This is an optimization exercise on Yosys and OpenROAD, whose aim is small area, not a production implementation.
Only simulation tests tie the RTL to the original design; equivalence was not proved.
Power and IR drop assume default switching activity.

`flow/flow/synth_recipe_mod.tcl`:
```
proc synth {args} { yosys synth -nofsm -noshare {*}$args }
source [file dirname [info script]]/synth_mod.tcl
# left out here: clear keep_hierarchy, flatten, clean up, hide names made inside functions, write 1_2_yosys.v
```
`flow/flow/abc_min.script`:
```
strash
&get -n
&fraig -x
&put
scorr
dc2
dc2
strash
&get -n
&deepsyn -T 150 -I 4
&put
strash
&get -n
&dch -f
&nf -R 1000 -p -F 10 -A 6
&put
```
`flow/config.mk`:
```
export PLATFORM = sky130hd
export DESIGN_NAME = frame_gen
export DESIGN_NICKNAME = frame_gen
export VERILOG_FILES = /design/flow/design.v
export SDC_FILE = /design/flow/constraint.sdc
export NUM_CORES = 4
export LEC_CHECK = 0
export CAP_MARGIN = 20
export CORE_MARGIN = 2
export CORE_UTILIZATION = 40
export SLEW_MARGIN = 20
export SYNTH_MEMORY_MAX_BITS = 1048576
```
`flow/constraint.sdc`:
```
create_clock -name core_clock -period 100.0 [get_ports {clk}]
set_input_delay 20.0000 -clock core_clock [delete_from_list [all_inputs] [get_ports {clk}]]
set_output_delay 20.0000 -clock core_clock [all_outputs]
set_load 0.01 [all_outputs]
```
`flow/flow/patch_synth.py`:
```
# Writes synth_mod.tcl: ORFS's synth.tcl with three changes for a smaller
# netlist; everything up to and including the flip-flop mapping is the same,
# so the registers (names, count, cell types) are those of the standard
# synthesis.
#  1. no Kogge-Stone carry-lookahead map for adders and comparators;
#  2. no extraction of full/half adder cells (abc maps that logic);
#  3. abc runs flow/abc_min.script, an area-oriented script.
import sys
src, dst = sys.argv[1], sys.argv[2]
s = open(src).read()
old = '''  set synth_full_args [concat $synth_full_args \\
    "-extra-map $::env(FLOW_HOME)/platforms/common/lcu_kogge_stone.v"]'''
assert old in s
s = s.replace(old, '  # (no Kogge-Stone carry-lookahead map)')
i = s.index('# Technology mapping of adders')
j = s.index('# Technology mapping of latches')
s = s[:i] + '# (adders are left to abc)\n\n' + s[j:]
old = '  log_cmd abc {*}$abc_args\n'
assert old in s
s = s.replace(old, '  log_cmd abc -script [file dirname [info script]]/abc_min.script {*}[lrange $abc_args 2 end]\n')
open(dst, 'w').write(s)
```
`flow/design.v`:
```
module decoder(
    input [1:0] pix_data,
    input [2:0] sel,
    output reg [7:0] decoded_pix_data
    );
always @(*) begin
    if (sel == 3'b111) begin                     
        if (pix_data == 2'b00) 
            decoded_pix_data = 8'b00000000;
        else if (pix_data == 2'b11)
            decoded_pix_data = 8'b11111111;
        else 
            decoded_pix_data = 8'b01100100;    
    end else if (sel == 3'b110) begin                  
        if (pix_data == 2'b00) 
            decoded_pix_data = 8'b00000000;
        else if (pix_data == 2'b11)
            decoded_pix_data = 8'b10010110;
        else 
            decoded_pix_data = 8'b00110010; 
    end else if (sel == 3'b001) begin                  
        if (pix_data == 2'b00) 
            decoded_pix_data = 8'b00000000;
        else if (pix_data == 2'b11)
            decoded_pix_data = 8'b10010110;
        else 
            decoded_pix_data = 8'b00110010;
    end else 
        decoded_pix_data = 8'b00000000;        
end   
endmodule
module pixel_memory_cubes (
    input  [9:0] pos,
    input  [8:0] height,
    output [1:0] pix_value
);
    wire [6:0] xb = pos[9:3] - 7'd24;               
    wire [4:0] xs = xb[6:4] + xb[3:0];
    wire [2:0] xm = xs % 5'd5;
    wire       xq = xb[4] ^ ((xs / 5'd5) & 1'b1);  
    wire [5:0] up = {xm, pos[2:0]};                
    wire [5:0] yb = height[8:3];
    wire [2:0] ym = yb % 6'd5;
    wire       hv = (yb / 6'd5) & 1'b1;            
    wire       py = (yb / 6'd10) & 1'b1;           
    wire [5:0] r  = {ym, height[2:0]};             
    wire       hu = xq ^ py;                       
    wire [5:0] thr_lo = hv ? r + 6'd1 : r;
    wire [5:0] thr_hi = hv ? 6'd39 - r : 6'd40 - r;
    wire [5:0] thr = hu ? thr_hi : thr_lo;
    wire       on = (up < thr) ^ hu ^ hv;
    assign pix_value = on ? (hu ? 2'd3 : 2'd1) : 2'd0;
endmodule
module pixel_memory_logo (input [9:0] pos, input [8:0] height, output reg [1:0] pix_value);
    always @(*) begin
        pix_value = 2'd3;
        if (height >= 9'd120 && height < 9'd137) begin
            if (pos >= 10'd272 && pos < 10'd337) pix_value = 2'd1;
            if (pos >= 10'd368 && pos < 10'd433) pix_value = 2'd1;
        end
        if (height >= 9'd137 && height < 9'd153) begin
            if (pos >= 10'd272 && pos < 10'd289) pix_value = 2'd1;
            if (pos >= 10'd320 && pos < 10'd337) pix_value = 2'd1;
            if (pos >= 10'd368 && pos < 10'd385) pix_value = 2'd1;
            if (pos >= 10'd416 && pos < 10'd433) pix_value = 2'd1;
        end
        if (height >= 9'd153 && height < 9'd169) begin
            if (pos >= 10'd272 && pos < 10'd289) pix_value = 2'd1;
            if (pos >= 10'd320 && pos < 10'd337) pix_value = 2'd1;
            if (pos >= 10'd368 && pos < 10'd385) pix_value = 2'd1;
            if (pos >= 10'd416 && pos < 10'd433) pix_value = 2'd1;
            if (pos >= 10'd448 && pos < 10'd465) pix_value = 2'd1;
            if (pos >= 10'd480 && pos < 10'd497) pix_value = 2'd1;
        end
        if (height >= 9'd169 && height < 9'd185) begin
            if (pos >= 10'd272 && pos < 10'd289) pix_value = 2'd1;
            if (pos >= 10'd320 && pos < 10'd337) pix_value = 2'd1;
            if (pos >= 10'd368 && pos < 10'd385) pix_value = 2'd1;
            if (pos >= 10'd416 && pos < 10'd433) pix_value = 2'd1;
            if (pos >= 10'd480 && pos < 10'd497) pix_value = 2'd1;
            if (pos >= 10'd528 && pos < 10'd545) pix_value = 2'd1;
            if (pos >= 10'd560 && pos < 10'd577) pix_value = 2'd1;
            if (pos >= 10'd592 && pos < 10'd625) pix_value = 2'd1;
            if (pos >= 10'd640 && pos < 10'd705) pix_value = 2'd1;
        end
        if (height >= 9'd185 && height < 9'd201) begin
            if (pos >= 10'd272 && pos < 10'd289) pix_value = 2'd1;
            if (pos >= 10'd320 && pos < 10'd385) pix_value = 2'd1;
            if (pos >= 10'd416 && pos < 10'd433) pix_value = 2'd1;
            if (pos >= 10'd448 && pos < 10'd465) pix_value = 2'd1;
            if (pos >= 10'd480 && pos < 10'd497) pix_value = 2'd1;
            if (pos >= 10'd512 && pos < 10'd529) pix_value = 2'd1;
            if (pos >= 10'd560 && pos < 10'd593) pix_value = 2'd1;
            if (pos >= 10'd640 && pos < 10'd657) pix_value = 2'd1;
            if (pos >= 10'd688 && pos < 10'd705) pix_value = 2'd1;
        end
        if (height >= 9'd201 && height < 9'd217) begin
            if (pos >= 10'd272 && pos < 10'd289) pix_value = 2'd1;
            if (pos >= 10'd416 && pos < 10'd433) pix_value = 2'd1;
            if (pos >= 10'd448 && pos < 10'd465) pix_value = 2'd1;
            if (pos >= 10'd480 && pos < 10'd513) pix_value = 2'd1;
            if (pos >= 10'd560 && pos < 10'd577) pix_value = 2'd1;
            if (pos >= 10'd640 && pos < 10'd657) pix_value = 2'd1;
            if (pos >= 10'd688 && pos < 10'd705) pix_value = 2'd1;
        end
        if (height >= 9'd217 && height < 9'd233) begin
            if (pos >= 10'd272 && pos < 10'd289) pix_value = 2'd1;
            if (pos >= 10'd304 && pos < 10'd401) pix_value = 2'd0;
            if (pos >= 10'd416 && pos < 10'd433) pix_value = 2'd1;
            if (pos >= 10'd448 && pos < 10'd465) pix_value = 2'd1;
            if (pos >= 10'd480 && pos < 10'd497) pix_value = 2'd1;
            if (pos >= 10'd512 && pos < 10'd529) pix_value = 2'd1;
            if (pos >= 10'd560 && pos < 10'd577) pix_value = 2'd1;
            if (pos >= 10'd640 && pos < 10'd657) pix_value = 2'd1;
            if (pos >= 10'd688 && pos < 10'd705) pix_value = 2'd1;
        end
        if (height >= 9'd233 && height < 9'd249) begin
            if (pos >= 10'd272 && pos < 10'd289) pix_value = 2'd1;
            if (pos >= 10'd344 && pos < 10'd361) pix_value = 2'd0;
            if (pos >= 10'd416 && pos < 10'd433) pix_value = 2'd1;
            if (pos >= 10'd448 && pos < 10'd465) pix_value = 2'd1;
            if (pos >= 10'd480 && pos < 10'd497) pix_value = 2'd1;
            if (pos >= 10'd528 && pos < 10'd545) pix_value = 2'd1;
            if (pos >= 10'd560 && pos < 10'd577) pix_value = 2'd1;
            if (pos >= 10'd640 && pos < 10'd705) pix_value = 2'd1;
        end
        if (height >= 9'd249 && height < 9'd281) begin
            if (pos >= 10'd272 && pos < 10'd289) pix_value = 2'd1;
            if (pos >= 10'd344 && pos < 10'd361) pix_value = 2'd0;
        end
        if (height >= 9'd281 && height < 9'd297) begin
            if (pos >= 10'd272 && pos < 10'd289) pix_value = 2'd1;
            if (pos >= 10'd344 && pos < 10'd361) pix_value = 2'd0;
            if (pos >= 10'd384 && pos < 10'd433) pix_value = 2'd0;
            if (pos >= 10'd448 && pos < 10'd497) pix_value = 2'd0;
            if (pos >= 10'd512 && pos < 10'd561) pix_value = 2'd0;
            if (pos >= 10'd576 && pos < 10'd593) pix_value = 2'd0;
            if (pos >= 10'd608 && pos < 10'd641) pix_value = 2'd0;
            if (pos >= 10'd656 && pos < 10'd673) pix_value = 2'd0;
            if (pos >= 10'd688 && pos < 10'd705) pix_value = 2'd0;
        end
        if (height >= 9'd297 && height < 9'd313) begin
            if (pos >= 10'd272 && pos < 10'd289) pix_value = 2'd1;
            if (pos >= 10'd344 && pos < 10'd361) pix_value = 2'd0;
            if (pos >= 10'd416 && pos < 10'd433) pix_value = 2'd0;
            if (pos >= 10'd448 && pos < 10'd465) pix_value = 2'd0;
            if (pos >= 10'd544 && pos < 10'd561) pix_value = 2'd0;
            if (pos >= 10'd576 && pos < 10'd609) pix_value = 2'd0;
            if (pos >= 10'd656 && pos < 10'd673) pix_value = 2'd0;
            if (pos >= 10'd688 && pos < 10'd769) pix_value = 2'd0;
        end
        if (height >= 9'd313 && height < 9'd329) begin
            if (pos >= 10'd272 && pos < 10'd289) pix_value = 2'd1;
            if (pos >= 10'd344 && pos < 10'd361) pix_value = 2'd0;
            if (pos >= 10'd384 && pos < 10'd433) pix_value = 2'd0;
            if (pos >= 10'd448 && pos < 10'd497) pix_value = 2'd0;
            if (pos >= 10'd512 && pos < 10'd561) pix_value = 2'd0;
            if (pos >= 10'd576 && pos < 10'd593) pix_value = 2'd0;
            if (pos >= 10'd656 && pos < 10'd673) pix_value = 2'd0;
            if (pos >= 10'd688 && pos < 10'd705) pix_value = 2'd0;
            if (pos >= 10'd720 && pos < 10'd737) pix_value = 2'd0;
            if (pos >= 10'd752 && pos < 10'd769) pix_value = 2'd0;
        end
        if (height >= 9'd329 && height < 9'd345) begin
            if (pos >= 10'd272 && pos < 10'd289) pix_value = 2'd1;
            if (pos >= 10'd344 && pos < 10'd361) pix_value = 2'd0;
            if (pos >= 10'd384 && pos < 10'd401) pix_value = 2'd0;
            if (pos >= 10'd416 && pos < 10'd433) pix_value = 2'd0;
            if (pos >= 10'd480 && pos < 10'd497) pix_value = 2'd0;
            if (pos >= 10'd512 && pos < 10'd529) pix_value = 2'd0;
            if (pos >= 10'd544 && pos < 10'd561) pix_value = 2'd0;
            if (pos >= 10'd576 && pos < 10'd593) pix_value = 2'd0;
            if (pos >= 10'd656 && pos < 10'd673) pix_value = 2'd0;
            if (pos >= 10'd688 && pos < 10'd705) pix_value = 2'd0;
            if (pos >= 10'd752 && pos < 10'd769) pix_value = 2'd0;
        end
        if (height >= 9'd345 && height < 9'd361) begin
            if (pos >= 10'd272 && pos < 10'd289) pix_value = 2'd1;
            if (pos >= 10'd344 && pos < 10'd361) pix_value = 2'd0;
            if (pos >= 10'd384 && pos < 10'd433) pix_value = 2'd0;
            if (pos >= 10'd448 && pos < 10'd497) pix_value = 2'd0;
            if (pos >= 10'd512 && pos < 10'd561) pix_value = 2'd0;
            if (pos >= 10'd576 && pos < 10'd593) pix_value = 2'd0;
            if (pos >= 10'd656 && pos < 10'd673) pix_value = 2'd0;
            if (pos >= 10'd688 && pos < 10'd705) pix_value = 2'd0;
            if (pos >= 10'd752 && pos < 10'd769) pix_value = 2'd0;
        end
    end
endmodule
module pixel_memory_choco_bar (
    input  [9:0] pos,
    input  [4:0] col_q25,
    input  [8:0] height,
    output [1:0] pix_value
);
    wire [6:0] yb = height[8:2] - 7'd10;
    wire [4:0] ym = yb % 7'd25;
    wire [6:0] u = {col_q25, pos[1:0]};           
    wire [6:0] v = {ym, height[1:0]};             
    wire mid = (v >= 7'd25) && (v <= 7'd74);
    wire [6:0] thr = (mid ? 7'd100 : 7'd99) - v;
    wire below = (u < thr);
    wire t = mid ? ((u < 7'd24) || (!below && (u < 7'd75))) : below;
    wire in_y = (height >= 9'd41) && (height <= 9'd439);
    wire in_x = (pos >= 10'd211) && (pos <= 10'd811);
    assign pix_value = !(in_x && in_y) ? 2'd0 : (pos == 10'd211 || t) ? 2'd3 : 2'd1;
endmodule
module frame_timing_gen (
    input clk,
    input rst,
    input en,
    output reg fval,
    output dval,
    output lval,
    output lval_negedge_out,
    output fval_posedge_out,
    output reg [9:0] line_pos,
    output reg [4:0] col_q25,
    output           col_mod3_zero,
    output reg [8:0] line_counter
    );
localparam POS0 = 111;                   
localparam [18:0] FVAL_CNT_0    = 19'h00001;
localparam [18:0] FVAL_CNT_1    = 19'h00002;
localparam [18:0] FVAL_CNT_LAST = 19'h501b7;    
reg [18:0] counter_fval;
reg [1:0]  col_mod3;
assign col_mod3_zero = (col_mod3 == 2'd0);
reg en_samp; 
wire fval_posedge = fval && (line_pos == POS0 - 49);
wire lval_negedge = (line_pos == POS0 + 801);
wire en_posedge = en && !en_samp; 
assign lval = (line_pos >= POS0 + 1) && (line_pos <= POS0 + 800);
assign dval = (line_pos >= POS0 + 81) && (line_pos <= POS0 + 720) && (line_counter < 9'd480);
assign lval_negedge_out = lval_negedge;
assign fval_posedge_out = fval_posedge;
wire last_line   = (line_counter >= 9'd479);
wire fval_wrap   = (counter_fval == FVAL_CNT_LAST);
wire [18:0] fval_step = {counter_fval[17:0],
                         counter_fval[18] ^ counter_fval[17] ^ counter_fval[16] ^ counter_fval[13]};
wire line_end    = (line_pos == POS0 + 900);            
always @(posedge clk or posedge rst) begin
    if (rst == 1) begin
        counter_fval <= FVAL_CNT_0;
        line_pos <= POS0 - 49;
        col_q25 <= 5'd12;
        col_mod3 <= 2'd2;
        line_counter <= 0;
        fval <= 1'b0;
        en_samp <= 1'b0;
    end else begin
        en_samp <= en;
        if (en && fval_wrap)
            fval <= 1'b1;
        else if (lval_negedge && last_line)
            fval <= 1'b0;
        else if (en_posedge)
            fval <= 1'b1;
        if (en)
            counter_fval <= fval_wrap ? FVAL_CNT_1 : fval_step;
        else if (fval_posedge)
            counter_fval <= FVAL_CNT_1;
        if (!fval)
            col_mod3 <= 2'd2;
        else
            col_mod3 <= (col_mod3 == 2'd2) ? 2'd0 : col_mod3 + 1'b1;
        if (!fval)
            col_q25 <= 5'd12;
        else if (line_pos[1:0] == 2'b11)
            col_q25 <= (col_q25 == 5'd24) ? 5'd0 : col_q25 + 1'b1;
        if (!fval)
            line_pos <= POS0 - 49;
        else if (line_end)
            line_pos <= POS0 + 1;
        else
            line_pos <= line_pos + 1;
        if (fval_posedge)
            line_counter <= 0;
        else if (lval_negedge)
            line_counter <= line_counter + 1;
    end
end
endmodule
module frame_pattern_gen (
    input clk,
    input rst,
    input [2:0] sel,
    input dval,
    input lval_negedge,
    input fval_posedge,
    input [9:0] line_pos,
    input [4:0] col_q25,
    input       col_mod3_zero,       
    input [8:0] line_counter,
    output reg [7:0] pix_value
    );
reg [1:0] repeat1;
reg [7:0] reg_pix_value;
reg [1:0] pix_logo;
reg [1:0] pix_cubes;
reg [1:0] pix_choco_bar;
wire [1:0] new_logo;
wire [1:0] new_cubes;
wire [1:0] new_choco_bar;
wire sel_choco = (sel == 3'b001);
wire sel_cubes = (sel == 3'b110);
wire sel_logo  = (sel == 3'b111);
wire image_sel = sel_choco || sel_cubes || sel_logo;
pixel_memory_logo PIX_MEM_LOGO (
    .pos(line_pos), 
    .height(line_counter),
    .pix_value(new_logo)
);
pixel_memory_cubes PIX_MEM_CUBES (
    .pos(line_pos), 
    .height(line_counter), 
    .pix_value(new_cubes)
);
pixel_memory_choco_bar PIX_MEM_CHOCO_BAR (
    .pos(line_pos), 
    .col_q25(col_q25),
    .height(line_counter), 
    .pix_value(new_choco_bar)
);
wire [1:0] image_pix = sel_choco ? pix_choco_bar : sel_cubes ? pix_cubes : pix_logo;
wire [7:0] image_value;
decoder DECODER (
    .pix_data(image_pix),
    .sel(sel),
    .decoded_pix_data(image_value)
);
wire [3:0] band_h = line_counter[8:5];
wire [3:0] band_l = line_counter[4:1];
wire [4:0] band_s = band_h + band_l;
wire [3:0] band30 = band_h + (band_s >= 5'd15) + (band_s >= 5'd30);
wire [7:0] straps_value = {4{band30[1:0]}};
wire col_odd = (line_pos >= 10'd273 && line_pos <= 10'd352) ||
               (line_pos >= 10'd433 && line_pos <= 10'd512) ||
               (line_pos >= 10'd593 && line_pos <= 10'd672) ||
               (line_pos >= 10'd753 && line_pos <= 10'd912);
wire below_480 = (line_counter < 9'd480);
wire checker_white = !below_480 || (col_odd ^ band30[1]);
always @(posedge clk or posedge rst) begin
    if (rst == 1) begin
      repeat1 <= 1;
      reg_pix_value <= 0;
      pix_logo <= 2'b11;
      pix_cubes <= 2'b00;
      pix_choco_bar <= 2'b00;
      pix_value <= 0;
    end else begin
        if (dval && sel == 3'b010 && repeat1 == 2'd3 && col_mod3_zero)
            reg_pix_value <= reg_pix_value + 1;
        else if (lval_negedge || fval_posedge)
            reg_pix_value <= 0;
        if (sel == 3'b010 && repeat1 != 2'd3)
            repeat1 <= repeat1 + 1;
        else if (fval_posedge)
            repeat1 <= 1;
        if (dval && image_sel) begin
            pix_logo <= new_logo;
            pix_cubes <= new_cubes;
            pix_choco_bar <= new_choco_bar;
        end else if (fval_posedge) begin
            pix_logo <= 2'b11;
            pix_cubes <= 2'b00;
            pix_choco_bar <= 2'b00;
        end
        if (sel == 3'b011)
            pix_value <= {8{checker_white}};
        else if (!dval)
            pix_value <= 0;
        else if (sel == 3'b000)
            pix_value <= straps_value;
        else if (image_sel)
            pix_value <= image_value;
        else if (sel == 3'b010 && repeat1 == 2'd3)
            pix_value <= reg_pix_value;
    end
end
endmodule
module frame_gen #(
    parameter FPS               = 30,
    parameter CLK_FREQ_HZ       = 13200000,
    parameter FVAL2LVAL         = 50,
    parameter LVAL2DVAL         = 80,
    parameter WIDTH             = 640,
    parameter HEIGHT            = 480,
    parameter LVAL_HIGH         = 800,
    parameter LVAL_LOW          = 100,
    parameter BPP               = 8
)(
    input clk,
    input rst,
    input en,                
    input [2:0] sel,         
    output fval,
    output lval,
    output dval,
    output [BPP-1:0] pix_data
    );
wire lval_negedge_out;
wire fval_posedge_out;
wire [9:0] line_pos;
wire [4:0] col_q25;
wire col_mod3_zero;
wire [8:0] line_counter;
frame_timing_gen FRAME_TIME_GEN (
    .clk(clk),
    .rst(rst),
    .en(en),
    .fval(fval),
    .lval(lval),
    .dval(dval),
    .lval_negedge_out(lval_negedge_out),
    .fval_posedge_out(fval_posedge_out),
    .line_pos(line_pos),
    .col_q25(col_q25),
    .col_mod3_zero(col_mod3_zero),
    .line_counter(line_counter)
);  
frame_pattern_gen FRAME_PAT_GEN (
    .clk(clk),
    .rst(rst),
    .sel(sel),
    .dval(dval),
    .lval_negedge(lval_negedge_out),
    .fval_posedge(fval_posedge_out),
    .line_pos(line_pos),
    .col_q25(col_q25),
    .col_mod3_zero(col_mod3_zero),
    .line_counter(line_counter),
    .pix_value(pix_data)
);    
endmodule
```
`flow/flow/run.sh`:
```
#!/bin/bash
# Layout flow: the standard ORFS flow (standard.sh), with
# - its synthesis step run by synth_recipe_mod.tcl (see flow/patch_synth.py)
#   instead of synth_recipe.tcl: the same synthesis up to and including the
#   flip-flop mapping, then no adder cells and an area-oriented abc script;
# - the make variables listed in flow/make_args.txt (one per line): smaller
#   port buffers and clock-tree buffers.
# Each tool's output goes to a log of its own: ORFS writes
# orfs/logs/<platform>/frame_gen/base/*.log, and this script writes
# flow_patch.log (the script patch) and flow_make.log (make, DEF export).
set -euo pipefail
HERE=$(pwd)
cp flow/synth_recipe_mod.tcl flow/abc_min.script "$HERE/"
python3 flow/patch_synth.py "$FLOW_HOME/scripts/synth.tcl" "$HERE/synth_mod.tcl" > flow_patch.log 2>&1
grep -q 'SYNTH_SCRIPT=' standard.sh
sed -e "s#SYNTH_SCRIPT=[^ ]*#SYNTH_SCRIPT=$HERE/synth_recipe_mod.tcl#" standard.sh > flow_standard_mod.sh
args=()
if [[ -f flow/make_args.txt ]]; then
  while IFS= read -r line; do
    [[ -n "$line" && "${line:0:1}" != "#" ]] && args+=("$line")
  done < flow/make_args.txt
fi
bash flow_standard_mod.sh "${args[@]}" finish > flow_make.log 2>&1
test -f out/final.def
```
`flow/standard.sh`:
```
#!/bin/bash
# synth_recipe.tcl (not shown) runs the flow's synth.tcl, then flattens the netlist and writes it again
# the make line also repeats each setting of config.mk as NAME=value (left out here)
make -C /OpenROAD-flow-scripts/flow DESIGN_CONFIG=/design/flow/config.mk WORK_HOME=/design/flow/orfs CLKGATE_MAP_FILE= SYNTH_SCRIPT=/design/flow/synth_recipe.tcl "${@:-finish}"
```
`flow/flow/make_args.txt`:
```
BUFFER_PORTS_ARGS=-buffer_cell sky130_fd_sc_hd__buf_1
CTS_ARGS=-sink_clustering_enable -repair_clock_nets -dont_use_dummy_load -root_buf sky130_fd_sc_hd__clkbuf_8 -buf_list sky130_fd_sc_hd__clkbuf_4
```
==> results of run 1 <==
## power by group through the flow
stage	clock network, mW	logic [mW]	registers (mW)
after floorplan	0	0.0539	0.0482
after detailed placement	0	0.0693	0.0515
after CTS	0.0184	0.0698	0.0510
after global routing	0.0198	0.0793	0.0531
final	0.0180	0.0709	0.0511
after global placement	0	0.0683	0.0511
## sequential cells by signal, indices dropped and copies added, names as in the netlist, 2 cells and up
signal and flops:
FRAME_TIME_GEN.line_counter 9, FRAME_TIME_GEN.counter_fval 19, FRAME_PAT_GEN.pix_value 8, FRAME_PAT_GEN.repeat1 2
FRAME_TIME_GEN.col_mod3 2, FRAME_TIME_GEN.col_q25 5, FRAME_TIME_GEN.line_pos 10, FRAME_PAT_GEN.pix_logo 2
FRAME_PAT_GEN.reg_pix_value 8, FRAME_PAT_GEN.pix_cubes 2, FRAME_PAT_GEN.pix_choco_bar 2
## worst max-delay path, cell delays in order, from the launching register on
cell,delay [ns]
dfrtp_1,0.84
and2_0,0.36
o31ai_1,0.14
a21oi_1,0.38
buf_1,0.20
## final cells by class
cell class,instances,area (sq um),area share [%]
clock buffers,9,124,2.46
inverters,7,26.3,0.521
multi-input cells,488,2840,56.4
flip-flops and latches,71,1790,35.6
well taps,143,179,3.55
repair buffers,18,75.1,1.49
## metrics by stage
stage | power, mW | cells | hold WS, ns | cell area [sq um]
6_report | 0.140 | 736 | 0.478 | 5040
5_1_grt | 0.152 | 736 | 0.505 | 5040
4_1_cts | 0.139 | 736 | 0.479 | 5030
3_5_place_dp | 0.121 | 727 | 0.467 | 4910
3_3_place_gp | 0.119 | 727 | 0.452 | 4910
2_1_floorplan | 0.102 | 566 | 0.437 | 4650
## layout by cell type (no fill, tap or decap), drive strengths merged, types with 7 or more instances in the layout
| cell type | synthesis | final |
|---|---|---|
| nand2 | 56 | 56 |
| xor2 | 15 | 15 |
| xnor2 | 16 | 16 |
| dfstp | 12 | 12 |
| dfrtp | 59 | 59 |
| o22ai | 9 | 9 |
| a21oi | 66 | 66 |
| a22o | 20 | 20 |
| clkbuf | 0 | 9 |
| o21ai | 52 | 52 |
| nor3b | 8 | 8 |
| and2 | 11 | 11 |
| nor3 | 18 | 18 |
| buf | 0 | 18 |
| nand3 | 10 | 10 |
| a31oi | 7 | 7 |
| nor2b | 14 | 14 |
| nand2b | 13 | 13 |
| and3 | 16 | 16 |
| nor2 | 72 | 72 |
## metal layers
metal  global-route usage, %  vias up  wire length [um]  share of wire [%]
li1                        -     2170                 -                  -
met1                    28.3     2191              5860                 48
met2                    30.8      127              5470                 45
met3                    4.68       21               734                6.0
met4                    5.84        0               201                1.6
met5                       0        -                 0                  0
## kinds of logic (layout without fill, tap and decap cells)
logic type | Yosys count | in the layout | share of synthesized area (%)
compound gates | 208 | 208 | 28.1
xor+xnor | 31 | 31 | 5.83
fa+ha+maj | 3 | 3 | 0.645
buf+inv | 7 | 34 | 0.565
flops | 71 | 71 | 38.5
mux | 4 | 4 | 0.887
simple gates | 242 | 242 | 25.5
## how the worst max path moves through the flow
stage                                                    start                                          to  slack, ns  cells past startpoint
final                     FRAME_TIME_GEN.line_pos[6]$_DFF_PP0_                                        dval      77.73                      4
after global routing      FRAME_TIME_GEN.line_pos[6]$_DFF_PP0_                                        dval      77.57                      4
after CTS                 FRAME_TIME_GEN.line_pos[7]$_DFF_PP0_                                        dval      77.75                      4
after detailed placement                                sel[0]      FRAME_PAT_GEN.pix_value[6]$_DFFE_PP0P_      77.87                      7
after global placement                                  sel[0]      FRAME_PAT_GEN.pix_value[3]$_DFFE_PP0P_      78.03                      7
after floorplan                                         sel[2]  FRAME_PAT_GEN.reg_pix_value[7]$_DFFE_PP0P_      78.48                      8
==> flow_summary.json, run 1 <==
{
  "max_slew_margin_pct": 41.2,
  "postSynth.asyncResetShare_pct": 100,
  "routabilityCongestion": 0.924,
  "coreArea_sq_mm": 0.0114,
  "dpl.hpwl_um": 8590,
  "synth_top_cell_area_share_pct": 31.7,
  "ios": 17,
  "clock_sinks": 71,
  "max_freq_mhz": 44.9,
  "path_clk_slew_ns": 0.07,
  "ys_types": 54,
  "whs_path_depth": 1,
  "fin_crit_ns": 22.27,
  "p_leak_nw": 1.98,
  "rsz0062_at_grt": "false",
  "port_buffers": 16,
  "synth_ff_type": "dfrtp_1",
  "cts_resized": 0,
  "reg2reg_slack_ns": 94.20,
  "cp_data_required_time_ns": 80.00,
  "fin_skew_ns": 0.0321,
  "powerDensity_mw_per_mm2": 27.8,
  "grt_use_total_pct": 20.1,
  "htree_levels": 3,
  "overflow": 0,
  "crit_arrival_ns": 2.27,
  "vias": 4509,
  "final_core_util_pct": 44.3,
  "antenna_found_initial": 0,
  "status": "finished clean",
  "grt_max_degree": 72,
  "fin_setup_tns_ns": 0,
  "r2r_cells": 18,
  "startpoint_type": "register",
  "maxCapViolCount": 0,
  "die_h_um": 112,
  "antenna_left": 0,
  "area_delta_synth_final_pct": 8.28,
  "rows": 39,
  "drt_pass1_iterations": 5,
  "finalCritPeriodShare_pct": 22.3,
  "power.switching_uw": 65.5,
  "place_ws_ns": 77.87,
  "drv_slew": 0,
  "drive_gt1_share_pct": 4.38,
  "worstSkewPairLatency_ns": 0.37,
  "synth_edf_count": 0,
  "ys_seq_elements": 71,
  "cts_hold_buf": 0,
  "synth_area_sq_mm": 0.00465,
  "cts.path.max_buffers": 2,
  "yosys_warnings": 4,
  "wl_per_cell_um": 16.7,
  "max-vdd-ir-drop_v": 0.00000911,
  "sw_frac_of_total_pct": 46.8,
  "cts_tree": "done",
  "p_int_uw": 74.6,
  "pwr-share-clk_pct": 12.9,
  "drcViolationCount": 0,
  "syn-num-nets": 572,
  "routed_wirelength_um": 12300,
  "vias_per_cell": 6.13,
  "num_antenna_cells": 0,
  "p_seq_share_pct": 36.5,
  "nFillCells": 1148,
  "synth.avg_cell_area_sq_um": 8.22,
  "crit_type": "register to output port",
  "root_buffer": "clkbuf_8",
  "combPwrFrac_pct": 50.6,
  "cts_made_buffers": 9,
  "path_max_fanout": 26,
  "post-cts-setup-buffer-count": 0,
  "die_w_um": 112,
  "r2r-start": "FRAME_TIME_GEN.line_pos[6]$_DFF_PP0_",
  "first_global_vias": 4214,
  "yosys-top-cells-count": "nor2_1 (72), a21oi_1 (66), dfrtp_1 (59)",
  "rr_endpoint": "FRAME_TIME_GEN.fval$_DFFE_PP0P_",
  "yosysTopAreaCell": "dfrtp_1",
  "dieArea_sq_mm": 0.0125,
  "worst_hold_path_type": "register to register",
  "grt_pass1_wl_um": 20800,
  "hold_viol_final": 0,
  "synth_cells": 566,
  "worstSetupEndpointType": "output port",
  "min_from": "FRAME_TIME_GEN.col_mod3[0]$_DFF_PP0_",
  "worst_slew_pin_slew_ns": 0.883,
  "setup_viol": 0,
  "start_util_pct": 40.9,
  "drtIter0Drc": 291,
  "seq_area_frac_synth_pct": 38.5,
  "num-nets-final": 601,
  "layout_setup_ws_ns": 77.73,
  "yosys.cell_count.top_type": "nor2_1",
  "synth_area_leaders": "dfrtp_1 (32%), a21oi_1 (7.1%), dfstp_2 (6.8%)",
  "min_to": "FRAME_TIME_GEN.col_mod3[0]$_DFF_PP0_"
}
==> inputs of run 2 (changes only) <==
==> flow/flow/abc_min.script (replaced) <==
strash
&get -n
&fraig -x
&put
scorr
dc2
dc2
strash
&get -n
&deepsyn -T 300 -I 4
&put
strash
&get -n
&dch -f
&nf -R 1000 -p -F 10 -A 6
&put
==> flow_summary.json, run 2 <==
{
  "status": "finished clean",
  "ys_seq_elements": 71,
  "max_stage_delay_ns": 0.81,
  "synth_edf_count": 0,
  "hold_viol_final": 0,
  "yosys-top-cells-count": "nor2_1 (78), dfrtp_1 (59), a21oi_1 (58), nand2_1 (58), o21ai_0 (49)",
  "yosys.cell_count.top_type": "nor2_1",
  "cts_hold_buf": 0,
  "fin_skew_ns": 0.0327,
  "synth_area_sq_mm": 0.00463,
  "yosysTopAreaCell": "dfrtp_1",
  "synth-simple-area-share_pct": 26.1,
  "crit_arrival_ns": 2.62,
  "max_slew_margin_pct": 39.6,
  "seq_area_frac_synth_pct": 38.7,
  "worst_slew_pin_slew_ns": 0.906,
  "port_buffers": 16,
  "post-cts-setup-buffer-count": 0,
  "cts_tree": "done",
  "wl_per_cell_um": 16.3,
  "ys_types": 54,
  "top_register": "FRAME_TIME_GEN.counter_fval",
  "cts.path.max_buffers": 2,
  "nFillCells": 1129,
  "top_usage_layer": "met2",
  "fin_crit_ns": 22.62,
  "crit_family": "flip-flops",
  "setup_viol": 0,
  "drv_slew": 0,
  "syn-num-nets": 577,
  "synth_top_cell_area_share_pct": 31.9,
  "path_max_fanout": 25,
  "muxShareOfSynthArea_pct": 0.433,
  "cts_made_buffers": 9,
  "grt_pass1_wl_um": 20400,
  "grt_max_degree": 72,
  "rows": 39,
  "routabilityCongestion": 0.915,
  "synth_ff_type": "dfrtp_1",
  "top_regs": "FRAME_TIME_GEN.counter_fval: 19 flops, FRAME_TIME_GEN.line_pos: 10 flops, FRAME_TIME_GEN.line_counter: 9 flops",
  "overflow": 0,
  "area_delta_synth_final_pct": 8.06,
  "synth-xor-area-share_pct": 5.87,
  "drtIter0Drc": 433,
  "crit_type": "register to output port",
  "num-nets-final": 605,
  "postSynth.asyncResetShare_pct": 100,
  "die_w_um": 112,
  "maxCapViolCount": 0,
  "worstSkewPairLatency_ns": 0.37,
  "drive_gt1_share_pct": 4.02,
  "worstSetupEndpointType": "output port",
  "startpoint_type": "register",
  "synth_top_family_by_area": "compound AO/OA/AOI/OAI gates",
  "grt_use_total_pct": 20.0,
  "final_cell_mix": "nor2_1 (78), dfrtp_1 (59), nand2_1 (58), a21oi_1 (58), o21ai_0 (49)",
  "fin_cells": 740,
  "drt_pass1_iterations": 5,
  "routed_wirelength_um": 12000,
  "cts_resized": 0,
  "fin_setup_tns_ns": 0,
  "synth_compound_area_share_pct": 27.3,
  "critPathSlowestCell": "dfrtp_1",
  "antenna_found_initial": 0,
  "vias": 4432,
  "crit_path_cell_trace": "and2_0 -> nor3_1 -> a31oi_1 -> a21boi_0 -> buf_1",
  "clock_sinks": 71,
  "path_buf_inv": 1,
  "use_met2_pct": 30.6,
  "use_met1_pct": 28.0,
  "max_freq_mhz": 44.2,
  "met3_usage_pct": 3.76,
  "first_global_vias": 4155,
  "max-vdd-ir-drop_v": 0.0000154,
  "start_util_pct": 40.7,
  "powerDensity_mw_per_mm2": 30.7,
  "yosys_warnings": 4,
  "root_buffer": "clkbuf_8",
  "synth_cells": 571,
  "rsz0062_at_grt": "false",
  "cp_data_required_time_ns": 80.00,
  "final_common_cell": "nor2_1",
  "dpl.hpwl_um": 8250,
  "worst_hold_path_type": "register to register",
  "p_leak_nw": 2.01,
  "ios": 17,
  "synth.avg_cell_area_sq_um": 8.11,
  "antenna_left": 0,
  "path_clk_slew_ns": 0.07,
  "finalCritPeriodShare_pct": 22.6,
  "synth_fa_ha_area_share_pct": 0.433,
  "dieArea_sq_mm": 0.0124,
  "synth_area_leaders": "dfrtp_1 (32%), dfstp_2 (6.8%), nor2_1 (6.3%)",
  "die_h_um": 112,
  "coreArea_sq_mm": 0.0114,
  "vias_per_cell": 5.99,
  "largest_reg_flops": 19,
  "htree_levels": 3,
  "num_antenna_cells": 0,
  "drcViolationCount": 0,
  "dp.cells": 731
}
## run 2: cell types whose count changed after synthesis, moves of 6 or more
cell and delta:
nor3_1 +7, a21oi_1 -8, nor2_1 +6, clkinv_1 +8, nand3_1 +7
## run 2: kinds of logic (layout without fill, tap and decap cells)
group           after synthesis  in the layout
compound gates              199            199
xor+xnor                     31             31
fa+ha+maj                     2              2
buf+inv                      15             41
flops                        71             71
mux                           2              2
simple gates                251            251
## run 2: layout make-up
type	count	area (sq um)	area share (%)
multi-input cells	485	2780	55.6
flip-flops and latches	71	1790	35.8
well taps	143	179	3.58
clock buffers	9	124	2.48
repair buffers	17	67.6	1.35
inverters	15	56.3	1.13
## run 2: worst paths after layout
| check | start | to | slack, ns | cells past startpoint |
|---|---|---|---|---|
| worst max-delay path | FRAME_TIME_GEN.line_pos[6]$_DFF_PP0_ | dval | 77.38 | 5 |
| worst min-delay path | FRAME_PAT_GEN.pix_logo[1]$_DFFE_PP1P_ | FRAME_PAT_GEN.pix_logo[1]$_DFFE_PP1P_ | 0.46 | 2 |
| worst max register to register | FRAME_TIME_GEN.line_pos[7]$_DFF_PP0_ | FRAME_TIME_GEN.fval$_DFFE_PP0P_ | 95.01 | 18 |
| worst min register to register | FRAME_PAT_GEN.pix_logo[1]$_DFFE_PP1P_ | FRAME_PAT_GEN.pix_logo[1]$_DFFE_PP1P_ | 0.46 | 2 |
| max in group asynchronous | rst | FRAME_TIME_GEN.line_pos[0]$_DFF_PP0_ | 79.51 | 3 |
| min in group asynchronous | rst | FRAME_PAT_GEN.reg_pix_value[3]$_DFFE_PP0P_ | 19.85 | 3 |
## run 2: per-layer routing
layer	wire length [um]	share of wire, %
met5	0	0
met4	329	2.7
met3	468	3.9
met2	5360	45
met1	5880	49
## run 2: tightest hold or removal path, stage by stage (launching register included)
cell and delay (ns):
dfstp_2 0.38, clkinv_1 0.04, a21oi_1 0.05
## run 2: power breakdown
group | internal (mW) | total (mW) | switching, mW
sequential | 0.0386 | 0.0543 | 0.0157
clock | 0.00801 | 0.0180 | 0.00998
combinational | 0.0334 | 0.0811 | 0.0477
total | 0.0800 | 0.153 | 0.0734
## run 2: metrics by stage
| stage | hold slack, ns | cell area (sq um) | setup slack [ns] | power [mW] | util [%] |
|---|---|---|---|---|---|
| 2_1_floorplan | 0.437 | 4630 | 78.31 | 0.114 | - |
| 3_3_place_gp | 0.450 | 4870 | 77.87 | 0.133 | 42.9 |
| 3_5_place_dp | 0.455 | 4880 | 77.82 | 0.134 | 42.9 |
| 4_1_cts | 0.466 | 5000 | 77.43 | 0.153 | 44.0 |
| 5_1_grt | 0.497 | 5000 | 77.25 | 0.167 | 44.0 |
| 6_report | 0.463 | 5000 | 77.38 | 0.153 | 44.0 |
==> inputs of run 3 (changes only) <==
==> flow/flow/abc_min.script (replaced) <==
strash
&get -n
&fraig -x
&put
scorr
dc2
dc2
strash
&get -n
&deepsyn -T 600 -I 4
&put
strash
&get -n
&dch -f
&nf -R 1000 -p -F 10 -A 6
&put
==> flow_summary.json, run 3 <==
{
  "status": "finished clean",
  "cp_data_required_time_ns": 80.00,
  "final_cell_mix": "nor2_1 (78), dfrtp_1 (59), nand2_1 (58), a21oi_1 (58), o21ai_0 (49)",
  "num_antenna_cells": 0,
  "cts_made_buffers": 9,
  "muxShareOfSynthArea_pct": 0.433,
  "grt_use_total_pct": 20.0,
  "synth_area_sq_mm": 0.00463,
  "multi_input_area_sq_mm": 0.00278,
  "sw_frac_of_total_pct": 47.8,
  "fin_crit_ns": 22.62,
  "powerDensity_mw_per_mm2": 30.7,
  "yosys.cell_count.top_type": "nor2_1",
  "worst_hold_path_type": "register to register",
  "top_register": "FRAME_TIME_GEN.counter_fval",
  "synth_top_family_by_area": "compound AO/OA/AOI/OAI gates",
  "die_w_um": 112,
  "p_int_uw": 80.0,
  "hold-worst-slack_ns": 0.463,
  "fin_cells": 740,
  "num-nets-final": 605,
  "start_util_pct": 40.7,
  "synth-xor-area-share_pct": 5.87,
  "startpoint_type": "register",
  "drt_pass1_iterations": 5,
  "syn-num-nets": 577,
  "synth.avg_cell_area_sq_um": 8.11,
  "synth_area_leaders": "dfrtp_1 (32%), dfstp_2 (6.8%), nor2_1 (6.3%)",
  "crit_family": "flip-flops",
  "die_h_um": 112,
  "combPwrFrac_pct": 52.9,
  "drv_slew": 0,
  "top_regs": "FRAME_TIME_GEN.counter_fval: 19 flops, FRAME_TIME_GEN.line_pos: 10 flops, FRAME_TIME_GEN.line_counter: 9 flops",
  "maxCapViolCount": 0,
  "worstSetupEndpointType": "output port",
  "max-vdd-ir-drop_v": 0.0000154,
  "rsz0062_at_grt": "false",
  "wl_per_cell_um": 16.3,
  "power.total_uw": 153,
  "seqCellArea_sq_mm": 0.00179,
  "dpl.hpwl_um": 8250,
  "synth_compound_area_share_pct": 27.3,
  "first_global_vias": 4155,
  "drcViolationCount": 0,
  "worst_slew_pin_slew_ns": 0.906,
  "cts.path.max_buffers": 2,
  "routabilityCongestion": 0.915,
  "drtIter0Drc": 433,
  "max_stage_delay_ns": 0.81,
  "min_to": "FRAME_PAT_GEN.pix_logo[1]$_DFFE_PP1P_",
  "crit_type": "register to output port",
  "whs_path_depth": 2,
  "grt_max_degree": 72,
  "r2r-start": "FRAME_TIME_GEN.line_pos[7]$_DFF_PP0_",
  "rows": 39,
  "vias_per_cell": 5.99,
  "htree_levels": 3,
  "ys_types": 54,
  "p_leak_nw": 2.01,
  "cts_resized": 0,
  "path_clk_slew_ns": 0.07,
  "antenna_left": 0,
  "crit_arrival_ns": 2.62,
  "reg2reg_slack_ns": 95.01,
  "dpl_cell_area_sq_mm": 0.00488,
  "ios": 17,
  "pwr-share-clk_pct": 11.7,
  "synth_cells": 571,
  "fin_setup_tns_ns": 0,
  "nFillCells": 1129,
  "root_buffer": "clkbuf_8",
  "cts_hold_buf": 0,
  "coreArea_sq_mm": 0.0114,
  "yosys_warnings": 4,
  "final_core_util_pct": 44.0,
  "power.switching_uw": 73.4,
  "synth-simple-area-share_pct": 26.1,
  "port_buffers": 16,
  "seq_area_frac_synth_pct": 38.7,
  "largest_reg_flops": 19,
  "cts_tree": "done",
  "synth_top_cell_area_share_pct": 31.9,
  "routed_wirelength_um": 12000,
  "clock_sinks": 71,
  "path_buf_inv": 1,
  "dieArea_sq_mm": 0.0124,
  "layout_setup_ws_ns": 77.38,
  "vias": 4432,
  "fin_skew_ns": 0.0327,
  "setup_viol": 0,
  "overflow": 0,
  "final_area_sq_mm": 0.00500,
  "ys_seq_elements": 71,
  "critPathSlowestCell": "dfrtp_1",
  "min_from": "FRAME_PAT_GEN.pix_logo[1]$_DFFE_PP1P_",
  "drive_gt1_share_pct": 4.02,
  "r2r_cells": 18,
  "yosys-top-cells-count": "nor2_1 (78), dfrtp_1 (59), a21oi_1 (58), nand2_1 (58), o21ai_0 (49)",
  "rr_endpoint": "FRAME_TIME_GEN.fval$_DFFE_PP0P_",
  "worstSkewPairLatency_ns": 0.37,
  "place_ws_ns": 77.82,
  "max_freq_mhz": 44.2,
  "yosysTopAreaCell": "dfrtp_1",
  "grt_pass1_wl_um": 20400,
  "hold_viol_final": 0,
  "finalCritPeriodShare_pct": 22.6,
  "antenna_found_initial": 0,
  "synth_fa_ha_area_share_pct": 0.433,
  "dp.cells": 731,
  "crit_path_cell_trace": "and2_0 -> nor3_1 -> a31oi_1 -> a21boi_0 -> buf_1",
  "max_slew_margin_pct": 39.6,
  "synth_edf_count": 0,
  "area_delta_synth_final_pct": 8.06,
  "path_max_fanout": 25,
  "synth_ff_type": "dfrtp_1",
  "p_seq_share_pct": 35.4,
  "postSynth.asyncResetShare_pct": 100,
  "final_common_cell": "nor2_1",
  "post-cts-setup-buffer-count": 0
}
-- run 3: cell counts after synthesis --
No cell type changed its count.
-- run 3: how the worst max path moves through the flow --
stage	start	end	slack [ns]	depth (start not counted)
after floorplan	FRAME_TIME_GEN.line_pos[7]$_DFF_PP0_	dval	78.31	4
after global routing	FRAME_TIME_GEN.line_pos[7]$_DFF_PP0_	dval	77.25	5
final	FRAME_TIME_GEN.line_pos[6]$_DFF_PP0_	dval	77.38	5
after detailed placement	FRAME_TIME_GEN.line_pos[7]$_DFF_PP0_	dval	77.82	5
after global placement	FRAME_TIME_GEN.line_pos[7]$_DFF_PP0_	dval	77.87	5
after CTS	FRAME_TIME_GEN.line_pos[7]$_DFF_PP0_	dval	77.43	5
-- run 3: tightest hold or removal path, cell delays in order, from the launching register on --
cell and delay (ns):
dfstp_2 0.38, clkinv_1 0.04, a21oi_1 0.05
-- run 3: area by class of cell --
| type | instances | share of cell area [%] |
|---|---|---|
| inverters | 15 | 1.13 |
| flip-flops and latches | 71 | 35.8 |
| clock buffers | 9 | 2.48 |
| well taps | 143 | 3.58 |
| repair buffers | 17 | 1.35 |
| multi-input cells | 485 | 55.6 |
-- run 3: kinds of logic after synthesis --
| logic type | Yosys count |
|---|---|
| XOR/XNOR | 31 |
| AND/OR/NAND/NOR | 251 |
| flip-flops | 71 |
| buffers and inverters | 15 |
| adder cells (fa/ha/maj) | 2 |
| multiplexers | 2 |
| AO/OA/AOI/OAI | 199 |
-- run 3: power by group through the flow --
stage,sequential [mW],combinational [mW],clock (mW)
after floorplan,0.0507,0.0631,0
after global placement,0.0543,0.0786,0
after detailed placement,0.0544,0.0797,0
after CTS,0.0540,0.0802,0.0188
after global routing,0.0565,0.0907,0.0200
final,0.0543,0.0811,0.0180
-- run 3: metal layers --
| metal | routed length [um] | track usage, % |
|---|---|---|
| met1 | 5880 | 28.0 |
| met5 | 0 | 0 |
| met4 | 329 | 8.31 |
| met2 | 5360 | 30.6 |
| met3 | 468 | 3.76 |
==> inputs of run 4 (changes only) <==
==> flow/flow/abc_min.script (replaced) <==
strash
&get -n
&fraig -x
&put
scorr
dc2
dc2
strash
&get -n
&deepsyn -T 60 -I 4
&put
strash
&get -n
&dch -f
&nf -R 1000 -p -F 10 -A 6
&put
--- a/flow/config.mk
+++ b/flow/config.mk
@@ -7,6 +7,5 @@
 export LEC_CHECK = 0
 export CAP_MARGIN = 20
 export CORE_MARGIN = 2
-export CORE_UTILIZATION = 40
+export CORE_UTILIZATION = 70
 export SLEW_MARGIN = 20
-export SYNTH_MEMORY_MAX_BITS = 1048576
==> flow_summary.json, run 4 <==
{
  "status": "finished clean",
  "yosys.cell_count.top_type": "nor2_1",
  "layout_setup_ws_ns": 76.72,
  "yosys_warnings": 4,
  "antenna_left": 0,
  "grt_max_degree": 72,
  "overflow": 0,
  "dpl.hpwl_um": 8410,
  "max_freq_mhz": 43.0,
  "clock_sinks": 71,
  "fin_skew_ns": 0.0225,
  "root_buffer": "clkbuf_8",
  "fin_setup_tns_ns": 0,
  "path_clk_slew_ns": 0.07,
  "top_regs": "FRAME_TIME_GEN.counter_fval: 19 flops, FRAME_TIME_GEN.line_pos: 10 flops, FRAME_TIME_GEN.line_counter: 9 flops",
  "path_max_fanout": 10,
  "startpoint_type": "input pin",
  "coreArea_sq_mm": 0.00642,
  "synth_top_cell_area_share_pct": 31.4,
  "die_h_um": 85.9,
  "synth_area_sq_mm": 0.00470,
  "cts_resized": 0,
  "final_common_cell": "nor2_1",
  "first_global_vias": 4261,
  "fin_crit_ns": 23.28,
  "grt_use_total_pct": 34.5,
  "top_register": "FRAME_TIME_GEN.counter_fval",
  "grt_pass1_wl_um": 20500,
  "num_antenna_cells": 0,
  "yosys-top-cells-count": "nor2_1 (70), nand2_1 (60), dfrtp_1 (59)",
  "highest_layer": "met4",
  "max_slew_margin_pct": 32.3,
  "crit_arrival_ns": 23.50,
  "num-nets-final": 610,
  "worstSkewPairLatency_ns": 0.34,
  "synth_area_leaders": "dfrtp_1 (31%), dfstp_2 (6.7%), a21oi_1 (6.1%)",
  "vias": 4763,
  "drtIter0Drc": 493,
  "dieArea_sq_mm": 0.00738,
  "worstSetupEndpointType": "register",
  "ios": 17,
  "largest_reg_flops": 19,
  "rsz0062_at_grt": "false",
  "yosysTopAreaCell": "dfrtp_1",
  "seq_area_frac_synth_pct": 38.1,
  "cts_tree": "done",
  "cts_hold_buf": 0,
  "worst_hold_path_type": "register to register",
  "hold_viol_final": 0,
  "start_util_pct": 73.2,
  "wl_per_cell_um": 17.7,
  "syn-num-nets": 582,
  "routed_wirelength_um": 12000,
  "synth.avg_cell_area_sq_um": 8.16,
  "synth_cells": 576,
  "rows": 29,
  "die_w_um": 85.9,
  "p_leak_nw": 2.01,
  "worst_slew_pin_slew_ns": 1.01,
  "routabilityCongestion": 0.923,
  "synth_edf_count": 0,
  "port_buffers": 16,
  "powerDensity_mw_per_mm2": 25.6,
  "place_ws_ns": 76.47,
  "drt-met1-wl_um": 5130,
  "route.met2.wl_um": 5490,
  "post-cts-setup-buffer-count": 0,
  "final_cell_mix": "nor2_1 (69), nand2_1 (60), dfrtp_1 (59)",
  "nFillCells": 456,
  "hold-worst-slack_ns": 0.486,
  "drt_pass1_iterations": 6,
  "vias_per_cell": 7.01,
  "ys_seq_elements": 71,
  "wl_met3_um": 1130,
  "setup_viol": 0,
  "antenna_found_initial": 0,
  "cts_made_buffers": 9,
  "cp_data_required_time_ns": 100.22,
  "max-vdd-ir-drop_v": 0.0000173,
  "ys_types": 56,
  "area_delta_synth_final_pct": 6.18,
  "synth_ff_type": "dfrtp_1",
  "drcViolationCount": 0,
  "crit_type": "input pin to register",
  "htree_levels": 3,
  "reg2reg_slack_ns": 94.88,
  "cts.path.max_buffers": 2,
  "postSynth.asyncResetShare_pct": 100,
  "drive_gt1_share_pct": 3.99,
  "maxCapViolCount": 0,
  "drv_slew": 0,
  "finalCritPeriodShare_pct": 23.3
}
[run 4: cell count changes after synthesis, moves of 4 or more]
cell	previous run	this run
nor2_1	78	70
o21ai_0	49	43
or2_0	7	3
a211oi_1	6	10
xor2_1	12	6
o32ai_1	0	4
[run 4: power by group]
group / internal [mW] / leakage [nW] / switching, mW
combinational: 0.0231 / 1.04 / 0.0364
clock: 0.00803 / 0.0647 / 0.00929
sequential: 0.0379 / 0.901 / 0.0129
total: 0.0690 / 2.01 / 0.0586
[run 4: final timing paths]
path	startpoint	endpoint	depth (start not counted)
min in group asynchronous	rst	FRAME_TIME_GEN.counter_fval[15]$_DFFE_PP0P_	3
setup reg to reg	FRAME_TIME_GEN.line_pos[7]$_DFF_PP0_	FRAME_PAT_GEN.pix_cubes[1]$_DFFE_PP0P_	20
hold reg to reg	FRAME_PAT_GEN.pix_choco_bar[0]$_DFFE_PP0P_	FRAME_PAT_GEN.pix_choco_bar[0]$_DFFE_PP0P_	1
max in group asynchronous	rst	FRAME_TIME_GEN.line_counter[3]$_DFFE_PP0P_	3
hold / removal	FRAME_PAT_GEN.pix_choco_bar[0]$_DFFE_PP0P_	FRAME_PAT_GEN.pix_choco_bar[0]$_DFFE_PP0P_	1
setup / recovery	sel[0]	FRAME_PAT_GEN.reg_pix_value[6]$_DFFE_PP0P_	12
[run 4: metrics by stage]
step | power (mW) | utilization [%] | instances | instance area [sq um]
finish | 0.128 | 77.7 | 679 | 4990
floorplan | 0.0921 | - | 576 | 4700
global route | 0.137 | 77.7 | 679 | 4990
CTS | 0.126 | 77.6 | 679 | 4990
detailed placement | 0.108 | 75.7 | 670 | 4860
global placement | 0.106 | 75.7 | 670 | 4860
[run 4: critical path, cell delays in order]
cell and delay, ns:
buf_1 0.28, nor2_1 0.24, nand2_1 0.14, a21oi_1 0.08, o21ai_0 0.81, nand3_1 0.30
nor4b_1 0.46, and3_1 0.31, and3_1 0.28, and3_1 0.24, nor2_1 0.05, mux2_1 0.31
[run 4: kinds of logic (layout without fill, tap and decap cells)]
kind of cell	after synthesis	after routing	share of synthesized area, %
buffers and inverters	18	44	1.44
DFF	71	71	38.1
AOI/OAI and AO/OA	205	205	28.5
muxes	5	5	1.09
and+or+nand+nor	247	247	25.2
adders and majority gates	2	2	0.426
xor gates and xnor gates	28	28	5.22
[run 4: layer usage]
| metal | up-vias | global-route usage, % |
|---|---|---|
| met5 | - | 0 |
| met4 | 0 | 10.1 |
| met3 | 33 | 6.06 |
| li1 | 2218 | - |
| met1 | 2249 | 50.9 |
| met2 | 263 | 52.4 |
[run 4: final cells by class]
class	count	area, sq um	area share [%]
Clock buffer	9	124	2.48
Timing Repair Buffer	17	67.6	1.35
Sequential cell	71	1790	35.9
Inverter	18	67.6	1.35
Multi-Input combinational cell	487	2840	57.0
Tap cell	77	96.3	1.93
==> inputs of run 5 (changes only) <==
==> flow/flow/abc_min.script (replaced) <==
strash
&get -n
&fraig -x
&put
scorr
dc2
dc2
strash
&get -n
&dch -f
&nf -R 1000 -p -F 10 -A 6
&put
strash
dc2
&get -n
&dch -f
&nf -R 1000 -p -F 16 -A 10 -C 32
&put
strash
dc2
&get -n
&dch -f
&nf -R 1000 -p -F 16 -A 10 -C 32
&put
strash
dc2
&get -n
&dch -f
&nf -R 1000 -p -F 16 -A 10 -C 32
&put
==> flow/flow/make_args.txt (replaced) <==
BUFFER_PORTS_ARGS=-buffer_cell sky130_fd_sc_hd__buf_1
CTS_ARGS=-sink_clustering_enable -repair_clock_nets -dont_use_dummy_load -buf_list sky130_fd_sc_hd__clkbuf_8 -sink_clustering_size 18
--- a/flow/config.mk
+++ b/flow/config.mk
@@ -7,5 +7,6 @@
 export LEC_CHECK = 0
 export CAP_MARGIN = 20
 export CORE_MARGIN = 2
-export CORE_UTILIZATION = 70
+export CORE_UTILIZATION = 40
 export SLEW_MARGIN = 20
+export SYNTH_MEMORY_MAX_BITS = 1048576
==> flow_summary.json, run 5 <==
{
  "status": "finished clean",
  "num-nets-final": 720,
  "rows": 41,
  "grt_pass1_wl_um": 25200,
  "maxCapViolCount": 0,
  "seq_area_frac_synth_pct": 34.1,
  "post-cts-setup-buffer-count": 0,
  "reg2reg_slack_ns": 92.48,
  "first_global_vias": 5044,
  "p_seq_share_pct": 28.8,
  "coreArea_sq_mm": 0.0127,
  "yosys.cell_count.top_type": "nor2_1",
  "dp.cells": 875,
  "area_delta_synth_final_pct": 8.48,
  "ys_seq_elements": 71,
  "min_from": "FRAME_PAT_GEN.pix_logo[0]$_DFFE_PP1P_",
  "cp_common_cell": "nor3_1",
  "max_stage_delay_ns": 0.74,
  "synth_top_cell_area_share_pct": 28.1,
  "worstSkewPairLatency_ns": 0.37,
  "yosys-top-cells-count": "nor2_1 (98), a21oi_1 (79), nand2_1 (69)",
  "r2r_cells": 34,
  "vias_per_cell": 6.15,
  "drt_pass1_iterations": 6,
  "synth_fa_ha_area_share_pct": 0.381,
  "num_antenna_cells": 0,
  "postSynth.asyncResetShare_pct": 100,
  "power.switching_uw": 86.2,
  "crit_type": "register to output port",
  "crit_path_cell_trace": "and2_0 -> nor3_1 -> nor3_1 -> buf_1",
  "htree_levels": 3,
  "r2r-start": "FRAME_TIME_GEN.line_counter[5]$_DFFE_PP0P_",
  "path_max_fanout": 22,
  "muxShareOfSynthArea_pct": 0.596,
  "drive_gt1_share_pct": 4.07,
  "top_register": "FRAME_TIME_GEN.counter_fval",
  "final_cell_mix": "nor2_1 (97), a21oi_1 (79), nand2_1 (69)",
  "final_common_cell": "nor2_1",
  "dpl.hpwl_um": 10900,
  "synth-simple-area-share_pct": 27.7,
  "grt_use_total_pct": 21.8,
  "place_ws_ns": 77.90,
  "cts_resized": 0,
  "pwr-share-clk_pct": 10.5,
  "ys_types": 55,
  "synth_edf_count": 0,
  "routed_wirelength_um": 15100,
  "synth_cells": 683,
  "yosysTopAreaCell": "dfrtp_1",
  "cp_data_required_time_ns": 80.00,
  "drcViolationCount": 0,
  "rsz0062_at_grt": "false",
  "max-vdd-ir-drop_v": 0.0000217,
  "hold_viol_final": 0,
  "drv_slew": 0,
  "synth_compound_area_share_pct": 29.7,
  "sw_frac_of_total_pct": 49.7,
  "worst_slew_pin_slew_ns": 0.916,
  "start_util_pct": 41.3,
  "vias": 5436,
  "final_core_util_pct": 44.8,
  "crit_family": "simple AND/OR/NAND/NOR gates",
  "drtIter0Drc": 458,
  "top_regs": "FRAME_TIME_GEN.counter_fval: 19 flops, FRAME_TIME_GEN.line_pos: 10 flops, FRAME_TIME_GEN.line_counter: 9 flops",
  "root_buffer": "clkbuf_8",
  "p_leak_nw": 2.16,
  "setup_viol": 0,
  "combPwrFrac_pct": 60.7,
  "whs_path_depth": 2,
  "max_freq_mhz": 44.3,
  "port_buffers": 16,
  "p_int_uw": 87.1,
  "synth-xor-area-share_pct": 6.00,
  "antenna_found_initial": 0,
  "fin_setup_tns_ns": 0,
  "cts_hold_buf": 0,
  "startpoint_type": "register",
  "wl_per_cell_um": 17.1,
  "clock_sinks": 71,
  "synth_area_leaders": "dfrtp_1 (28%), a21oi_1 (7.5%), nor2_1 (7.0%)",
  "powerDensity_mw_per_mm2": 30.4,
  "antenna_left": 0,
  "synth_ff_type": "dfrtp_1",
  "largest_reg_flops": 19,
  "yosys_warnings": 4,
  "crit_arrival_ns": 2.55,
  "path_buf_inv": 1,
  "max_slew_margin_pct": 38.9,
  "rr_endpoint": "FRAME_PAT_GEN.pix_choco_bar[1]$_DFFE_PP0P_",
  "min_to": "FRAME_PAT_GEN.pix_logo[0]$_DFFE_PP1P_",
  "overflow": 0,
  "synth_top_family_by_area": "compound AO/OA/AOI/OAI gates",
  "routabilityCongestion": 0.958,
  "critPathSlowestCell": "dfrtp_1",
  "layout_setup_ws_ns": 77.45,
  "fin_skew_ns": 0.0208,
  "cts_tree": "done",
  "fin_cells": 884,
  "syn-num-nets": 689,
  "worst_hold_path_type": "register to register",
  "finalCritPeriodShare_pct": 22.6,
  "path_clk_slew_ns": 0.07,
  "cts_made_buffers": 9,
  "synth_area_sq_mm": 0.00525,
  "worstSetupEndpointType": "output port",
  "ios": 17,
  "die_w_um": 119,
  "fin_crit_ns": 22.55,
  "die_h_um": 119,
  "cts.path.max_buffers": 2,
  "grt_max_degree": 72,
  "dieArea_sq_mm": 0.0141,
  "synth.avg_cell_area_sq_um": 7.69
}
run 5: cell count changes in the layout (fill, tap and decap cells not counted), moves of 7 or more:
cell	before	now
nor2_1	69	97
o21ai_0	43	53
a22o_1	20	12
nand2_1	60	69
a31oi_1	9	18
a32o_1	0	7
a21oi_1	57	79
nand2b_1	7	16
run 5: kinds of logic (layout without fill, tap and decap cells):
group | Yosys count | in the layout
multiplexers | 3 | 3
adder cells (fa/ha/maj) | 2 | 2
AO/OA/AOI/OAI | 246 | 246
flip-flops | 71 | 71
XOR/XNOR | 36 | 36
AND/OR/NAND/NOR | 304 | 304
buffers and inverters | 21 | 50
run 5: final cells by class:
cell class	instances	area (sq um)
Inverter	21	78.8
Tap cell	172	215
Clock buffer	9	124
Fill cell	1362	7030
Timing Repair Buffer	20	90.1
Sequential cell	71	1790
Multi-Input combinational cell	591	3400
run 5: stage by stage:
step	power, mW	instance area, sq um	hold WS (ns)
2_1_floorplan	0.128	5250	0.434
3_3_place_gp	0.153	5560	0.449
3_5_place_dp	0.155	5560	0.451
4_1_cts	0.174	5690	0.460
5_1_grt	0.191	5700	0.478
6_report	0.173	5700	0.461
run 5: power groups by stage:
stage                     sequential (mW)  combinational, mW  clock, mW
final                              0.0499              0.105     0.0182
after CTS                          0.0498              0.105     0.0186
after global placement             0.0499              0.103          0
after detailed placement           0.0503              0.105          0
after floorplan                    0.0470             0.0812          0
after global routing               0.0518              0.119     0.0199
run 5: worst reg2reg max path: cells and delay by family (launching register included):
kind                   cells  cell delay (ns)
AO/OA/AOI/OAI             22             4.44
XOR/XNOR                   3             0.64
buffers and inverters      1             0.06
flip-flops                 1             0.65
AND/OR/NAND/NOR            8             1.59
run 5: how the worst max path moves through the flow:
stage	startpoint	end	slack, ns	cells after the start
6_report	FRAME_TIME_GEN.line_pos[7]$_DFF_PP0_	dval	77.45	4
5_1_grt	FRAME_TIME_GEN.line_pos[7]$_DFF_PP0_	dval	77.26	4
4_1_cts	FRAME_TIME_GEN.line_pos[7]$_DFF_PP0_	dval	77.49	4
3_5_place_dp	FRAME_TIME_GEN.line_pos[7]$_DFF_PP0_	dval	77.90	4
3_3_place_gp	FRAME_TIME_GEN.line_pos[7]$_DFF_PP0_	dval	78.00	4
2_1_floorplan	FRAME_TIME_GEN.line_pos[7]$_DFF_PP0_	dval	78.31	3
run 5: layer usage:
| metal | vias to the layer above | routed length [um] | GRT usage [%] | share of wire, % |
|---|---|---|---|---|
| met5 | - | 0 | 0 | 0 |
| met1 | 2622 | 7150 | 30.6 | 47 |
| met4 | 0 | 427 | 9.00 | 2.8 |
| met2 | 175 | 6960 | 34.2 | 46 |
| li1 | 2609 | - | - | - |
| met3 | 30 | 598 | 2.27 | 4.0 |
==> inputs of run 6 (changes only) <==
==> flow/flow/make_args.txt (replaced) <==
BUFFER_PORTS_ARGS=-buffer_cell sky130_fd_sc_hd__buf_1
CTS_ARGS=-repair_clock_nets -dont_use_dummy_load -root_buf sky130_fd_sc_hd__clkbuf_8 -buf_list sky130_fd_sc_hd__clkbuf_4
==> flow_summary.json, run 6 <==
{
  "routed_wirelength_um": 15100,
  "routabilityCongestion": 0.958,
  "start_util_pct": 41.3,
  "max_slew_margin_pct": 38.9,
  "drtIter0Drc": 458,
  "postSynth.asyncResetShare_pct": 100,
  "antenna_left": 0,
  "worst_hold_path_type": "register to register",
  "htree_levels": 3,
  "top_register": "FRAME_TIME_GEN.counter_fval",
  "cts_made_buffers": 9,
  "yosys-top-cells-count": "nor2_1 (98), a21oi_1 (79), nand2_1 (69)",
  "path_max_fanout": 22,
  "max-vdd-ir-drop_v": 0.0000217,
  "ios": 17,
  "dpl.hpwl_um": 10900,
  "p_leak_nw": 2.16,
  "rows": 41,
  "fin_setup_tns_ns": 0,
  "crit_arrival_ns": 2.55,
  "power.total_uw": 173,
  "synth_area_leaders": "dfrtp_1 (28%), a21oi_1 (7.5%), nor2_1 (7.0%)",
  "die_w_um": 119,
  "synth_top_cell_area_share_pct": 28.1,
  "synth.avg_cell_area_sq_um": 7.69,
  "first_global_vias": 5044,
  "worst_slew_pin_slew_ns": 0.916,
  "setup_viol": 0,
  "seq_area_frac_synth_pct": 34.1,
  "grt_pass1_wl_um": 25200,
  "num-nets-final": 720,
  "final_core_util_pct": 44.8,
  "powerDensity_mw_per_mm2": 30.4,
  "cp_data_required_time_ns": 80.00,
  "cts_resized": 0,
  "port_buffers": 16,
  "synth_cells": 683,
  "hold_viol_final": 0,
  "maxCapViolCount": 0,
  "ys_seq_elements": 71,
  "path_clk_slew_ns": 0.07,
  "max_freq_mhz": 44.3,
  "place_ws_ns": 77.90,
  "post-cts-setup-buffer-count": 0,
  "cts.path.max_buffers": 2,
  "clock_sinks": 71,
  "drv_slew": 0,
  "hold-worst-slack_ns": 0.461,
  "yosys.cell_count.top_type": "nor2_1",
  "finalCritPeriodShare_pct": 22.6,
  "wl_per_cell_um": 17.1,
  "cts_hold_buf": 0,
  "coreArea_sq_mm": 0.0127,
  "synth_area_sq_mm": 0.00525,
  "yosysTopAreaCell": "dfrtp_1",
  "root_buffer": "clkbuf_8",
  "synth_edf_count": 0,
  "vias_per_cell": 6.15,
  "synth_ff_type": "dfrtp_1",
  "drt_pass1_iterations": 6,
  "dieArea_sq_mm": 0.0141,
  "layout_setup_ws_ns": 77.45,
  "fin_crit_ns": 22.55,
  "final_common_cell": "nor2_1",
  "largest_reg_flops": 19,
  "top_regs": "FRAME_TIME_GEN.counter_fval: 19 flops, FRAME_TIME_GEN.line_pos: 10 flops, FRAME_TIME_GEN.line_counter: 9 flops",
  "worstSetupEndpointType": "output port",
  "ys_types": 55,
  "antenna_found_initial": 0,
  "area_delta_synth_final_pct": 8.48,
  "status": "finished clean",
  "grt_max_degree": 72,
  "rsz0062_at_grt": "false",
  "startpoint_type": "register",
  "drive_gt1_share_pct": 4.07,
  "num_antenna_cells": 0,
  "drcViolationCount": 0,
  "cts_tree": "done",
  "worstSkewPairLatency_ns": 0.37,
  "fin_skew_ns": 0.0208,
  "die_h_um": 119,
  "overflow": 0,
  "yosys_warnings": 4,
  "final_cell_mix": "nor2_1 (97), a21oi_1 (79), nand2_1 (69)",
  "vias": 5436,
  "syn-num-nets": 689,
  "grt_use_total_pct": 21.8,
  "crit_type": "register to output port"
}
run 6: layout make-up:
| type | count | area [sq um] |
|---|---|---|
| clock buffers | 9 | 124 |
| fillers | 1362 | 7030 |
| inverters | 21 | 78.8 |
| multi-input cells | 591 | 3400 |
| flip-flops and latches | 71 | 1790 |
| well taps | 172 | 215 |
| repair buffers | 20 | 90.1 |
run 6: final timing paths:
kind	start	end	slack, ns	cells after the start
setup / recovery	FRAME_TIME_GEN.line_pos[7]$_DFF_PP0_	dval	77.45	4
hold / removal	FRAME_PAT_GEN.pix_logo[0]$_DFFE_PP1P_	FRAME_PAT_GEN.pix_logo[0]$_DFFE_PP1P_	0.46	2
setup reg to reg	FRAME_TIME_GEN.line_counter[5]$_DFFE_PP0P_	FRAME_PAT_GEN.pix_choco_bar[1]$_DFFE_PP0P_	92.48	34
hold reg to reg	FRAME_PAT_GEN.pix_logo[0]$_DFFE_PP1P_	FRAME_PAT_GEN.pix_logo[0]$_DFFE_PP1P_	0.46	2
max in group asynchronous	rst	FRAME_TIME_GEN.line_counter[0]$_DFFE_PP0P_	79.50	3
min in group asynchronous	rst	FRAME_PAT_GEN.repeat1[1]$_DFFE_PP0P_	19.87	3
run 6: cell families after synthesis:
| logic type | synth area share, % |
|---|---|
| AOI/OAI and AO/OA | 29.7 |
| xor gates and xnor gates | 6.00 |
| adders and majority gates | 0.381 |
| buffers and inverters | 1.50 |
| DFF | 34.1 |
| muxes | 0.596 |
| and+or+nand+nor | 27.7 |
run 6: routing by layer:
layer / routed length (um) / global-route usage [%]
met4: 427 / 9.00
met5: 0 / 0
met1: 7150 / 30.6
met3: 598 / 2.27
met2: 6960 / 34.2
run 6: metrics by stage:
step	instance area, sq um	std cells
floorplan	5250	683
global placement	5560	875
detailed placement	5560	875
CTS	5690	884
global route	5700	884
finish	5700	884
run 6: report_power, final:
| group | internal (mW) | switching, mW |
|---|---|---|
| Clock | 0.00803 | 0.0101 |
| Combinational | 0.0416 | 0.0637 |
| Sequential | 0.0375 | 0.0124 |
run 6: critical path, cell delays in order (launching register included):
cell and delay (ns):
dfrtp_1 0.74, and2_0 0.45, nor3_1 0.16, nor3_1 0.63, buf_1 0.21

Setup slack of run 6, layout unchanged: 77.448 ns with ideal ports, 77.418 ns with driving cells assumed (clock clkbuf_16, inputs buf_2), 77.811 ns with port delays also shifted by the 0.394 ns mid clock arrival.
